Context: an optimization exercise on an open-source flow, tuned for small area. The choices shown serve that exercise and are no tape-out recipe.
At most, simulation tests tie the RTL to the original design; equivalence was not proved.
No driver is modelled on the clock port, so clocking that relies on it looks cheaper here than on a real chip.
No activity file was given, so power comes from the tool's default toggle rates.

==> flow/design.v (excerpt) <==
module music_player_top(
	 play_button,   
	 next_button,   
	 reset_n,       
	 clk,
	 New_Frame,
	 sample_out,
	 play_led,
	 song_led);
Size in the first run: roughly 1200 cells after synthesis, roughly 24 I/O pins.
export LEC_CHECK = 0
export ABC_AREA = 1
export CAP_MARGIN = 20
export CORE_MARGIN = 2
export CORE_UTILIZATION = 40
export CTS_BUF_LIST = sky130_fd_sc_hd__clkbuf_8
export GPL_TIMING_DRIVEN = 0
export SLEW_MARGIN = 20
create_clock -name core_clock -period 10.0 [get_ports {clk}]
standard.sh (not shown) runs the stock make flow with config.mk's settings and CLKGATE_MAP_FILE= SYNTH_SCRIPT=/design/flow/synth_recipe.tcl, a recipe that flattens the netlist after the stock synthesis.
==> flow/flow/run.sh <==
#!/bin/bash
# Own layout flow: the standard flow (standard.sh) with three changes:
#  - synthesis maps with an area-oriented ABC script (flow/abc_area.script);
#  - port buffers are the smallest buffer (buf_1) instead of the default pick;
#  - CTS inserts no dummy loads.
# Registers, floorplan, power grid, tap cells, repair and routing are the
# standard flow's.  Each tool's output goes to the ORFS logs under orfs/logs;
# make's own output goes to flow_make.log here.
set -euo pipefail
S=$PWD/scripts_area
rm -rf "$S"
cp -r "$FLOW_HOME/scripts" "$S"
cp flow/abc_area.script "$S/abc_area.script"
bash standard.sh SCRIPTS_DIR="$S" \
  BUFFER_PORTS_ARGS="-buffer_cell sky130_fd_sc_hd__buf_1" \
  CTS_ARGS="-sink_clustering_enable -repair_clock_nets -dont_use_dummy_load -buf_list sky130_fd_sc_hd__clkbuf_8" \
  finish > flow_make.log 2>&1
==> flow/flow/abc_area.script <==
strash
&get -n
&deepsyn -T 60
&put
amap
topo
Then changed:
==> flow/flow/abc_area.script (replaced) <==
strash
&get -n
&deepsyn -J 100
&put
amap
topo
--- a/flow/config.mk
+++ b/flow/config.mk
@@ -9,5 +9,5 @@
 export CAP_MARGIN = 20
 export CORE_MARGIN = 2
-export CORE_UTILIZATION = 40
+export CORE_UTILIZATION = 60
 export CTS_BUF_LIST = sky130_fd_sc_hd__clkbuf_8
 export GPL_TIMING_DRIVEN = 0
Effect: Sequential power hardly moves. Routed wire length shrinks by a few percent. Synthesized area stays the same. Sequential cell count does not change. Clock power shrinks by a few percent. Combinational power grows by a few percent. Core utilization grows by 22 points. Sequential share of layout area grows by 0.45 points. Synthesized cell count stays the same. Worst hold slack is about the same. Global-route usage grows by 9.1 points.
Then changed:
--- a/flow/config.mk
+++ b/flow/config.mk
@@ -9,5 +9,5 @@
 export CAP_MARGIN = 20
 export CORE_MARGIN = 2
-export CORE_UTILIZATION = 60
+export CORE_UTILIZATION = 40
 export CTS_BUF_LIST = sky130_fd_sc_hd__clkbuf_8
 export GPL_TIMING_DRIVEN = 0
Effect:
- routed wire length climbs by 3.4%
- total power drops by 0.62%
- synthesized cell count stays the same
- die area climbs by 48%
- clock-buffer cell count stays the same
Then changed:
==> flow/flow/run.sh (replaced) <==
#!/bin/bash
# Own layout flow: the standard flow (standard.sh), with only the ABC
# script of synthesis replaced by an area-oriented one (flow/abc_area.script).
# Everything else -- registers, port buffers, CTS, repair, routing -- is the
# standard flow's.  Each tool's output goes to the ORFS logs under orfs/logs;
# make's own output goes to flow_make.log here.
set -euo pipefail
S=$PWD/scripts_area
rm -rf "$S"
cp -r "$FLOW_HOME/scripts" "$S"
cp flow/abc_area.script "$S/abc_area.script"
bash standard.sh SCRIPTS_DIR="$S" finish > flow_make.log 2>&1
==> flow/flow/abc_area.script (replaced) <==
strash
&get -n
&deepsyn -T 60
&put
amap
topo
The changed run ran to the end with no violations.
Design area came out higher by 2.9%.
Die area is unchanged.
Maximum frequency is about the same.
Critical path depth came out lower by 3.

========
## run A
Another version of the RTL of music_player_top (not shown whole).
Size in the first run: ~1100 cells after synthesis, ~180 flip-flops, about 24 I/O pins, roughly 0.0092 mm^2 of cells after synthesis.
Settings: LEC_CHECK=0, ABC_AREA=1, CAP_MARGIN=20, CORE_MARGIN=2, CORE_UTILIZATION=40, CTS_BUF_LIST=sky130_fd_sc_hd__clkbuf_8, GPL_TIMING_DRIVEN=0, SLEW_MARGIN=20; clock period 10.0 ns.
==> flow/flow/run.sh <==
#!/bin/bash
# Own layout flow: the standard flow (standard.sh) with these changes:
#  - synthesis maps with an area-oriented ABC script (flow/abc_area.script);
#  - synthesis extracts only full adders (extract_fa -fa): half adders are
#    left to ABC, which maps incrementers and comparators better than fixed
#    half-adder cells (and leaves none whose sum output ends up unused);
#  - port buffers are the smallest buffer (buf_1) instead of the default pick;
#  - CTS inserts no dummy loads, and clock buffers whose sinks see a slew
#    over 100 ps after CTS are upsized (flow/post_cts.tcl);
# Registers, floorplan, power grid, tap cells, repair and routing are the
# standard flow's.  Each tool's output goes to the ORFS logs under orfs/logs;
# make's own output goes to flow_make.log here.
set -euo pipefail
S=$PWD/scripts_area
rm -rf "$S"
cp -r "$FLOW_HOME/scripts" "$S"
cp flow/abc_area.script "$S/abc_area.script"
grep -q '^  extract_fa {\*}\[dont_use_extract_fa_args\]$' "$S/synth.tcl"
sed -i 's/^  extract_fa {\*}\[dont_use_extract_fa_args\]$/  extract_fa -fa/' "$S/synth.tcl"
grep -q '^  extract_fa -fa$' "$S/synth.tcl"
bash standard.sh SCRIPTS_DIR="$S" \
  BUFFER_PORTS_ARGS="-buffer_cell sky130_fd_sc_hd__buf_1" \
  CTS_ARGS="-sink_clustering_enable -repair_clock_nets -dont_use_dummy_load -buf_list sky130_fd_sc_hd__clkbuf_8" \
  POST_CTS_TCL="$PWD/flow/post_cts.tcl" \
  SKIP_CTS_REPAIR_TIMING=1 \
  finish > flow_make.log 2>&1
==> flow/flow/abc_area.script <==
strash
&get -n
&deepsyn -J 100
&put
amap
topo
==> flow/flow/post_cts.tcl <==
estimate_parasitics -placement
set upsized 0
foreach inst [[ord::get_db_block] getInsts] {
  set master [[$inst getMaster] getName]
  if {$master ne "sky130_fd_sc_hd__clkbuf_8"} { continue }
  set name [$inst getName]
  set out [get_pins -of_objects [get_cells $name] -filter "direction==output"]
  set net [get_nets -of_objects $out]
  set worst 0.0
  foreach pin [get_pins -of_objects $net -filter "direction==input"] {
    foreach e {rise fall} {
      set s [get_property $pin slew_max_$e]
      if {$s > $worst} { set worst $s }
    }
  }
  if {$worst > 0.100} {
    puts "post_cts: $name worst sink slew [format %.3f $worst] ns, upsizing to clkbuf_16"
    replace_cell $name sky130_fd_sc_hd__clkbuf_16
    incr upsized
  }
}
puts "post_cts: upsized $upsized clock buffers"
if {$upsized > 0} {
  detailed_placement
  check_placement -verbose
  estimate_parasitics -placement
}
#### Input delta (run B over run A)
- putting PLACE_DENSITY at 0.8 where nothing was set
- swapping 20 for 0 in SLEW_MARGIN
- swapping 20 for 0 in CAP_MARGIN
-- flow/flow/run.sh --
<<< run A, line 8
#  - CTS inserts no dummy loads, and clock buffers whose sinks see a slew
#    over 100 ps after CTS are upsized (flow/post_cts.tcl);
# Registers, floorplan, power grid, tap cells, repair and routing are the
# standard flow's.  Each tool's output goes to the ORFS logs under orfs/logs;
>>> run B, line 8
#  - CTS inserts no dummy loads, and clock buffers whose sinks see a slew
#    over 100 ps after CTS are upsized (flow/post_cts.tcl);
#  - power recovery (downsizing cells off the critical paths) after global
#    routing's timing repair.
# Registers, floorplan, power grid, tap cells, repair and routing are the
# standard flow's.  Each tool's output goes to the ORFS logs under orfs/logs;
<<< run A, line 22
  BUFFER_PORTS_ARGS="-buffer_cell sky130_fd_sc_hd__buf_1" \
  CTS_ARGS="-sink_clustering_enable -repair_clock_nets -dont_use_dummy_load -buf_list sky130_fd_sc_hd__clkbuf_8" \
  POST_CTS_TCL="$PWD/flow/post_cts.tcl" \
  SKIP_CTS_REPAIR_TIMING=1 \
  finish > flow_make.log 2>&1
>>> run B, line 24
  BUFFER_PORTS_ARGS="-buffer_cell sky130_fd_sc_hd__buf_1" \
  CTS_ARGS="-sink_clustering_enable -repair_clock_nets -dont_use_dummy_load -buf_list sky130_fd_sc_hd__clkbuf_8" \
  RECOVER_POWER=100 \
  POST_CTS_TCL="$PWD/flow/post_cts.tcl" \
  finish > flow_make.log 2>&1
==> flow/flow/abc_area.script <==
strash
&get -n
&deepsyn -J 100
&put
amap -F 4 -A 10
topo
### Flow results
Among run A and run B, a clean, completed layout was produced by run A alone.
Cell count after synthesis: run B vs run A down 36
There was hardly any difference in part of the power in combinational logic between run A and run B.
Re register share of the cell area: run B is 0.43 points up on run A.
Wire length was lower in the run labelled run B.
The following lists how run C was set up differently from run B:
- swapping 0 for 20 in SLEW_MARGIN
- swapping 0 for 20 in CAP_MARGIN
==> flow/flow/abc_area.script <==
strash
&get -n
&deepsyn -J 100
&put
amap
topo
==> comparison <==
Looking at the reports, run C completed the entire flow and the layout it produced met the timing, DRC and antenna checks.
Final cell area excluding filler cells delta (run B -> run C): insignificant
In the flow results for run B and run C, the clock group power is smaller on run C.
NOTE: final critical path time including I/O delays and setup in run C exceeds that of run B
The data arrival time at the worst-slack endpoint number comes out higher for run C vs run B.
Per the comparison of run C with run B, first-pass GRT wire length lost about 3.6%; switching portion of total power fell by 0.35 points.

========
## build 93
Another version of the RTL of music_player_top (not shown whole).
Size: about 1500 cells after synthesis, about 180 flip-flops, roughly 24 I/O pins, roughly 11000 um^2 of cells after synthesis.
export LEC_CHECK = 0
export ABC_AREA = 1
export CAP_MARGIN = 0
export CORE_MARGIN = 2
export CORE_UTILIZATION = 40
export SLEW_MARGIN = 0
create_clock -name core_clock -period 10.0 [get_ports {clk}]
run.sh (not shown) runs the stock make flow with config.mk's settings and CLKGATE_MAP_FILE= SYNTH_SCRIPT=/design/flow/synth_recipe.tcl, a recipe that flattens the netlist after the stock synthesis.
Stock flow here: none of the scripts above is used.
Build 93 finished every stage and its layout cleared the timing, DRC and antenna checks.
#### Input delta (trial 43 over build 93)
- CTS_BUF_LIST now sky130_fd_sc_hd__clkbuf_8, previously not set
- SLEW_MARGIN now 20, was 0
- CTS_CLUSTER_SIZE now 10, previously not set
- CAP_MARGIN now 20, was 0
Results
Trial 43 vs build 93: met1 demand-to-capacity share in global routing up in trial 43
Trial 43 reached the end of the flow, and the finished layout is clean on the timing, DRC and antenna checks.
From build 93 to trial 43 the numbers moved as follows: core utilization went down by 0.79 points; wire length of the first global-routing pass was more or less identical; switching power went down by about 4%; number of clock buffers in the layout went down by 1; power went down by about 10%.
Function was not checked in any run of this note: the RTL went through the layout flow alone.

## what the ideal ports hide
The results above use ideal ports. As a check the final layouts listed here were re-extracted and re-timed, cells and wires unchanged. Step 1 sets driving cells, clkbuf_16 on the clock port and buf_2 on the other inputs (assumed; they add their load-dependent delay and slew). Step 2 times the ports against the registers' clock, not the clock port: input delays grow and output delays shrink by t, the midpoint of the rising clock arrivals with the driver on. Three values: no drivers, after step 1, after step 2; two values: the first two.
run | t, ns | setup WS [ns] | clock arrival spread, ns | worst data-port slew with drivers (ns)
the first run of note 1 | 0.488 | 0.530 / 0.530 / 0.530 | 0.052 / 0.052 | 0.04
the second run of note 1 | 0.493 | 0.469 / 0.469 / 0.469 | 0.051 / 0.051 | 0.03
the third run of note 1 | 0.488 | 0.530 / 0.530 / 0.530 | 0.052 / 0.052 | 0.04
the fourth run of note 1 | 0.499 | 0.521 / 0.521 / 0.521 | 0.025 / 0.024 | 0.04
run A | 0.420 | 0.421 / 0.421 / 0.421 | 0.041 / 0.041 | 0.03
run B | 0.420 | 0.500 / 0.500 / 0.500 | 0.036 / 0.036 | 0.04
run C | 0.418 | 0.456 / 0.456 / 0.456 | 0.036 / 0.037 | 0.03
build 93 | 0.482 | 0.294 / 0.312 / -0.170 | 0.013 / 0.013 | 0.04
trial 43 | 0.511 | 0.290 / 0.302 / -0.209 | 0.018 / 0.018 | 0.04
With both steps, setup timing fails in build 93 and trial 43, where it was met with ideal ports. The setup slack of trial 43, which loses most, moves by +0.012 ns with the drivers and by -0.499 ns with both steps.
